This design comes from an exercise in tuning for small area and a short achievable clock period on the open sky130 flow, not from production work. Where RTL was checked, it was by simulation tests only, not by an equivalence proof against the original.

==> inputs of run a <==
==> flow/design.v (excerpt) <==
module hb_filter(input logic clk,
                 input logic reset_n,
                 input logic signed [15:0] x_in,
                 output logic signed [15:0] y_out);
  logic signed [15:0] taps [0:24];
  always_ff @(posedge clk or negedge reset_n) begin
    if (~reset_n) begin
      for (int k = 0; k < 25; k = k + 1) taps[k] <= 16'sd0;
    end else begin
      for (int k = 24; k > 0; k = k - 1) taps[k] <= taps[k-1];
      taps[0] <= x_in;
    end
  end
  wire signed [16:0] pc3 = taps[4] + taps[18];
  wire signed [16:0] pc4 = taps[6] + taps[16];
  wire signed [16:0] pc5 = taps[8] + taps[14];
  logic signed [16:0] u1;
  always_ff @(posedge clk) u1 <= taps[0] + taps[22];
  logic signed [16:0] u2;
  always_ff @(posedge clk) u2 <= ~(taps[2] + taps[20]);
  logic signed [18:0] w35;
  always_ff @(posedge clk) w35 <= ~((pc5 * 19'sd2) + pc3);
  logic signed [16:0] u5;
  always_ff @(posedge clk) u5 <= pc5;
  ...
Settings: LEC_CHECK=0, CAP_MARGIN=20, CORE_MARGIN=2, CORE_UTILIZATION=40, SLEW_MARGIN=20; clock period 16.0 ns.
standard.sh (not shown) runs the stock make flow with config.mk's settings and CLKGATE_MAP_FILE= SYNTH_SCRIPT=/design/flow/synth_recipe.tcl, a recipe that flattens the netlist after the stock synthesis.
==> flow/flow/run.sh <==
#!/bin/bash
# Standard layout; synthesis skips Yosys's early "abc -fast" so that the full-adder
# trees written in the RTL reach extract_fa unchanged; repair aims at a large setup margin.
set -euo pipefail
bash standard.sh SYNTH_ARGS=-noabc SETUP_SLACK_MARGIN=11.5 CTS_CLUSTER_SIZE=20 CTS_CLUSTER_DIAMETER=80 finish > standard.log 2>&1
==> run b (differences from run a) <==
--- a/flow/design.v
+++ b/flow/design.v
@@ -1730,8 +1730,9 @@
   wire s1007, c1008;
   assign s1007 = ~(c948 ^ s949);
   assign c1008 = c948 | s949;
   wire [30:0] ca1 = {c1006, c1004, c1002, c1000, c998, ~c996, ~c994, c992, ~c990, ~c988, ~c986, ~c984, c982, c980, c978, c976, c974, ~c972, c970, c968, ~c966, ~c964, c962, ~c960, c958, ~c956, ~c954, c952, s951, r0_1_0, r0_0_0};
   wire [30:0] cb1 = {s1007, s1005, s1003, s1001, s999, s997, ~s995, ~s993, s991, ~s989, ~s987, ~s985, ~s983, s981, s979, s977, s975, s973, ~s971, s969, s967, ~s965, ~s963, s961, ~s959, s957, ~s955, ~s953, 1'b1, r0_1_1, r0_0_1};
   wire [30:0] cs1 = ca1 + cb1;
-  always_ff @(posedge clk) y_out <= cs1[30:15];
+  always_ff @(posedge clk or negedge reset_n)
+    if (~reset_n) y_out <= 16'sd0; else y_out <= cs1[30:15];
 endmodule
==> flow/flow/run.sh (replaced) <==
#!/bin/bash
# Standard layout; synthesis skips Yosys's early "abc -fast" so that the full-adder
# trees written in the RTL reach extract_fa unchanged; repair aims at a large setup margin.
set -euo pipefail
bash standard.sh SYNTH_ARGS=-noabc SETUP_SLACK_MARGIN=12 CTS_CLUSTER_SIZE=30 CTS_CLUSTER_DIAMETER=100 finish > standard.log 2>&1
==> run c (differences from run a) <==
--- a/flow/design.v
+++ b/flow/design.v
@@ -1730,8 +1730,9 @@
   wire s1007, c1008;
   assign s1007 = ~(c948 ^ s949);
   assign c1008 = c948 | s949;
   wire [30:0] ca1 = {c1006, c1004, c1002, c1000, c998, ~c996, ~c994, c992, ~c990, ~c988, ~c986, ~c984, c982, c980, c978, c976, c974, ~c972, c970, c968, ~c966, ~c964, c962, ~c960, c958, ~c956, ~c954, c952, s951, r0_1_0, r0_0_0};
   wire [30:0] cb1 = {s1007, s1005, s1003, s1001, s999, s997, ~s995, ~s993, s991, ~s989, ~s987, ~s985, ~s983, s981, s979, s977, s975, s973, ~s971, s969, s967, ~s965, ~s963, s961, ~s959, s957, ~s955, ~s953, 1'b1, r0_1_1, r0_0_1};
   wire [30:0] cs1 = ca1 + cb1;
-  always_ff @(posedge clk) y_out <= cs1[30:15];
+  always_ff @(posedge clk or negedge reset_n)
+    if (~reset_n) y_out <= 16'sd0; else y_out <= cs1[30:15];
 endmodule
==> flow/flow/run.sh (replaced) <==
#!/bin/bash
# Standard layout; synthesis skips Yosys's early "abc -fast" so that the full-adder
# trees written in the RTL reach extract_fa unchanged; repair aims at a large setup margin.
set -euo pipefail
bash standard.sh SYNTH_ARGS=-noabc SETUP_SLACK_MARGIN=12 CTS_CLUSTER_SIZE=20 CTS_CLUSTER_DIAMETER=80 finish > standard.log 2>&1
==> notes <==
First-iteration DRC count: run c < run a < run b.
The lowest clock skew belongs to run a, the highest to run b.
In critical path depth, run a and run b do not differ.
Between run b and run a, the lower design area is in run a (gap 3.3%, measured against run a).
Area after synthesis: run b is larger than run a (0.26%).
Setup slack: run a < run b < run c.
Global-route usage: run b < run c < run a.
Function not checked in run b and run c: the RTL went through the layout flow alone.

* * *

==> 01-05: inputs <==
Another version of the RTL of hb_filter (not shown whole).
Design hb_filter, start of the top module:
module hb_filter(input logic clk,
                 input logic reset_n,
                 input logic signed [15:0] x_in,
                 output logic signed [15:0] y_out);
export LEC_CHECK = 0
export CAP_MARGIN = 20
export CORE_MARGIN = 2
export CORE_UTILIZATION = 40
export SLEW_MARGIN = 20
create_clock -name core_clock -period 16.0 [get_ports {clk}]
==> flow/flow/run.sh <==
#!/bin/bash
# Standard layout; synthesis skips Yosys's early "abc -fast" so that the full-adder
# trees written in the RTL reach extract_fa unchanged; repair aims at a large setup margin.
set -euo pipefail
bash standard.sh SYNTH_ARGS=-noabc SETUP_SLACK_MARGIN=11.65 CORE_UTILIZATION=55 GPL_ROUTABILITY_DRIVEN=0 CTS_CLUSTER_SIZE=25 CTS_CLUSTER_DIAMETER=90 finish > standard.log 2>&1
==> inputs of 06-12, as changes to 01-05 <==
==> flow/flow/run.sh (replaced) <==
#!/bin/bash
# Standard layout; synthesis skips Yosys's early "abc -fast" so that the full-adder
# trees written in the RTL reach extract_fa unchanged; repair aims at a large setup margin.
set -euo pipefail
bash standard.sh SYNTH_ARGS=-noabc SETUP_SLACK_MARGIN=11.65 CORE_UTILIZATION=55 GPL_TIMING_DRIVEN=0 CTS_CLUSTER_SIZE=25 CTS_CLUSTER_DIAMETER=90 finish > standard.log 2>&1
==> inputs of 09-25, as changes to 01-05 <==
==> flow/flow/run.sh (replaced) <==
#!/bin/bash
# Standard layout; synthesis skips Yosys's early "abc -fast" so that the full-adder
# trees written in the RTL reach extract_fa unchanged; repair aims at a large setup margin.
set -euo pipefail
bash standard.sh SYNTH_ARGS=-noabc SETUP_SLACK_MARGIN=11.7 CTS_CLUSTER_SIZE=20 CTS_CLUSTER_DIAMETER=80 finish > standard.log 2>&1
==> inputs of 01-24, as changes to 01-05 <==
==> flow/flow/run.sh (replaced) <==
#!/bin/bash
# Standard layout; synthesis skips Yosys's early "abc -fast" so that the full-adder
# trees written in the RTL reach extract_fa unchanged; repair aims at a large setup margin.
set -euo pipefail
bash standard.sh SYNTH_ARGS=-noabc SETUP_SLACK_MARGIN=11.65 CORE_UTILIZATION=55 PLACE_DENSITY=0.7 CTS_CLUSTER_SIZE=25 CTS_CLUSTER_DIAMETER=90 finish > standard.log 2>&1
==> comparison table <==
metric                                                                          01-05                    06-12                     01-24                    09-25
Status                                                        complete, no violations  complete, no violations  finished with violations  complete, no violations
Layout check failures                                                               -                        -             antenna rules                        -
Tightest hold margin                                                         0.334 ns                 0.330 ns                  0.336 ns                 0.328 ns
Antenna-violating nets left                                                         0                        0                         1                        0
Final Wtd Congestion                                                                -                    0.924                     0.982                    0.936
Global Route met2 Usage                                                         37.8%                    41.3%                     39.8%                    30.8%
Dpl cells                                                                        2787                     2790                      2786                     3018
Layout fillers                                                                   4238                     4139                      4169                     6635
Count of cell instances traversed by the critical path                              1                        1                        19                       17
Clock network area share                                                        2.81%                    3.28%                     2.83%                    3.45%
Worst Skew                                                                  0.0394 ns                0.0361 ns                 0.0286 ns                0.0372 ns
Worst Min Path Start                                                       taps[3][8]                    u4[0]                     u4[0]              taps[11][6]
Routed metal-1 wirelength                                                    31800 um                 34400 um                  30800 um                 32800 um
N_diodes                                                                            0                        1                         6                        3
CP Capture Point                                                            y_out[14]                y_out[11]                   w35[17]                  w35[18]
Worst Setup Path Type                                                         reg2out                  reg2out                   reg2reg                  reg2reg
Total wire length                                                            68200 um                 72200 um                  68800 um                 73000 um
Footprint of the multi-input gates                                        15100 sq um              15300 sq um               15200 sq um              15400 sq um
Detailed-routed wire length on met3                                           4270 um                  2890 um                   3620 um                  4190 um
Data required time of the worst path                                         12.80 ns                 12.80 ns                  16.56 ns                 16.54 ns
Synth-to-Final Area Change                                                      9.26%                    11.7%                     10.0%                    12.9%
Met1 Use GR                                                                     38.9%                    41.6%                     38.2%                    27.6%
Maximum number of pins on one net before global-route repair                      182                      101                       122                      111
Number of H-tree levels                                                             1                        2                         1                        2

separate check: timing with driven ports:
In the flow no input, the clock included, has a driving cell. The finished layouts below were timed again as built, in two steps. Step 1 assumes that a clkbuf_16 drives the clock port and a buf_2 every other input. Step 2, shift: input delay + t, output delay - t, t = (earliest + latest rising clock arrival at the registers) / 2. This alone moves slack from input paths to output paths. a / b / c = ideal ports / drivers / drivers and shift; a / b = the first two.
| run | t (ns) | setup WS [ns] | worst setup path after step 2 |
|---|---|---|---|
| run a | 0.650 | 11.572 / 11.508 / 11.088 | input, reset recovery |
| run b | 0.675 | 11.645 / 11.583 / 11.567 | input, reset recovery |
| run c | 0.635 | 11.672 / 11.651 / 11.651 | input, reset recovery |
| 01-05 | 0.669 | 11.719 / 11.659 / 11.318 | input, reset recovery |
| 06-12 | 0.635 | 11.691 / 11.629 / 11.403 | input, reset recovery |
| 09-25 | 0.650 | 11.689 / 11.681 / 11.250 | input, reset recovery |
| 01-24 | 0.665 | 11.663 / 11.663 / 11.285 | input, reset recovery |
For run a, which loses most, drivers alone change the setup slack by -0.064 ns; drivers and shift together by -0.484 ns. Setup slack includes reset recovery checks.
